This is an optimization exercise on Yosys and OpenROAD, whose aim is small area, not a production implementation. Only simulation tests tie the RTL to the original design; equivalence was not proved. Power figures rest on the tool's default switching activity, not on a simulated workload.

## router_5p
module router_5p
(input clk,rst,
 input [1:0] X_address , Y_address,
 input [7:0]Data_in_L, Data_in_N, Data_in_S, Data_in_E, Data_in_W,
 output [7:0]Data_out_L, Data_out_N, Data_out_S, Data_out_E, Data_out_W,
 input val_in_L, val_in_N, val_in_S, val_in_E, val_in_W,
 output ret_in_L, ret_in_N, ret_in_S, ret_in_E, ret_in_W,
 input ret_out_L, ret_out_N, ret_out_S, ret_out_E, ret_out_W,
 output val_out_L, val_out_N, val_out_S, val_out_E, val_out_W
    );
==> flow/config.mk <==
export PLATFORM = sky130hd
export DESIGN_NAME = router_5p
export DESIGN_NICKNAME = router_5p
export VERILOG_FILES = /design/flow/design.v
export SDC_FILE = /design/flow/constraint.sdc
export NUM_CORES = 4
export LEC_CHECK = 0
export CAP_MARGIN = 20
export CORE_MARGIN = 2
export CORE_UTILIZATION = 40
export CTS_CLUSTER_DIAMETER = 120
export CTS_CLUSTER_SIZE = 30
export GPL_TIMING_DRIVEN = 0
export PLACE_DENSITY = 0.6
export SLEW_MARGIN = 20
==> flow/constraint.sdc <==
create_clock -name core_clock -period 5.0 [get_ports {clk}]
set_input_delay 1.0000 -clock core_clock [delete_from_list [all_inputs] [get_ports {clk}]]
set_output_delay 1.0000 -clock core_clock [all_outputs]
set_load 0.01 [all_outputs]
standard.sh (not shown) runs the stock make flow with config.mk's settings and CLKGATE_MAP_FILE= SYNTH_SCRIPT=/design/flow/synth_recipe.tcl, a recipe that flattens the netlist after the stock synthesis.
==> flow/flow/run.sh <==
#!/bin/bash
# Standard layout (standard.sh) with two changes:
#  - ABC maps the logic for area: flow/abc_map.script replaces ORFS's abc_speed.script
#    in a copy of ORFS's scripts folder; the rest of the synthesis is unchanged.
#  - the port buffers use the smallest buffer cell.
#  - adders are left to ABC (no ADDER_MAP_FILE), as the rest of the logic.
set -euo pipefail
rm -rf myscripts
cp -r "$FLOW_HOME/scripts" myscripts
cp flow/abc_map.script myscripts/abc_speed.script
export SCRIPTS_DIR="$PWD/myscripts"
export BUFFER_PORTS_ARGS="-buffer_cell sky130_fd_sc_hd__buf_1"
export ADDER_MAP_FILE=""
export CTS_ARGS="-sink_clustering_enable -repair_clock_nets -sink_clustering_size 30 -sink_clustering_max_diameter 120 -dont_use_dummy_load"
bash standard.sh > standard_flow.log 2>&1
==> flow/flow/abc_map.script <==
strash
&get -n
&st
&synch2
&dch -f
&put
amap
topo
==> next run, changes <==
--- a/flow/flow/run.sh
+++ b/flow/flow/run.sh
@@ -1,3 +1,3 @@
 #!/bin/bash
-# Standard layout (standard.sh) with two changes:
+# Standard layout (standard.sh) with these changes:
 #  - ABC maps the logic for area: flow/abc_map.script replaces ORFS's abc_speed.script
@@ -6,2 +6,3 @@
 #  - adders are left to ABC (no ADDER_MAP_FILE), as the rest of the logic.
+#  - clock tree: clusters of up to 30 sinks within 120 um, a clkbuf_4 root, no dummy loads.
 set -euo pipefail
@@ -13,3 +14,3 @@
 export ADDER_MAP_FILE=""
-export CTS_ARGS="-sink_clustering_enable -repair_clock_nets -sink_clustering_size 30 -sink_clustering_max_diameter 120 -dont_use_dummy_load"
+export CTS_ARGS="-sink_clustering_enable -repair_clock_nets -sink_clustering_size 30 -sink_clustering_max_diameter 120 -dont_use_dummy_load -root_buf sky130_fd_sc_hd__clkbuf_4"
 bash standard.sh > standard_flow.log 2>&1
After rerunning: The changed run completed without violations. Routed wire length grows by 0.55%. Critical path depth stays the same. Combinational power hardly moves. Setup slack degrades by 0.046 ns. Cell count barely changes. Area after synthesis does not change. Via count climbs by 0.59%. Register-to-register slack is better by 0.12 ns.
==> next run, changes <==
==> flow/flow/run.sh (replaced) <==
#!/bin/bash
# Standard layout (standard.sh) with two changes:
#  - ABC maps the logic for area: flow/abc_map.script replaces ORFS's abc_speed.script
#    in a copy of ORFS's scripts folder; the rest of the synthesis is unchanged.
#  - the port buffers use the smallest buffer cell.
#  - adders are left to ABC (no ADDER_MAP_FILE), as the rest of the logic.
set -euo pipefail
rm -rf myscripts
cp -r "$FLOW_HOME/scripts" myscripts
cp flow/abc_map.script myscripts/abc_speed.script
export SCRIPTS_DIR="$PWD/myscripts"
export BUFFER_PORTS_ARGS="-buffer_cell sky130_fd_sc_hd__buf_1"
export ADDER_MAP_FILE=""
bash standard.sh > standard_flow.log 2>&1
After rerunning: Synthesized area does not change; combinational power is about the same; sequential share of layout area decreases by 0.52 points; die area is unchanged; flip-flop and latch count does not change; power came out higher slightly; core utilization grows by 0.42 points; wire length barely changes; clock-buffer cell count grows by 5; design area came out higher slightly; first-iteration DRC count decreases by a few percent.

==> re-timing with driven ports <==
How much do the figures lean on ideal ports? The routed layouts below were timed once more, with nothing changed but the port constraints.
Step 1 sets driving cells, clkbuf_16 on the clock port and buf_2 on the other inputs (assumed; they add their load-dependent delay and slew).
Step 2 times the ports against the registers' clock, not the clock port: input delays grow and output delays shrink by t, the midpoint of the rising clock arrivals with the driver on.
Slacks: no drivers / after step 1 / after step 2; pairs: no drivers / after step 1.
run | shift t [ns] | setup slack, ns | worst setup path after step 2 | slew at the worst register clock pin (ns) | worst slew at a driven data input, ns
the first run | 0.489 | 0.289 / 0.243 / 0.732 | register to output | 0.11 / 0.11 | 0.06
the second run | 0.611 | 0.243 / 0.205 / 0.816 | register to output | 0.11 / 0.11 | 0.06
the third run | 0.506 | 0.284 / 0.237 / 0.743 | register to output | 0.11 / 0.11 | 0.06
After both steps every run listed still meets setup and hold.
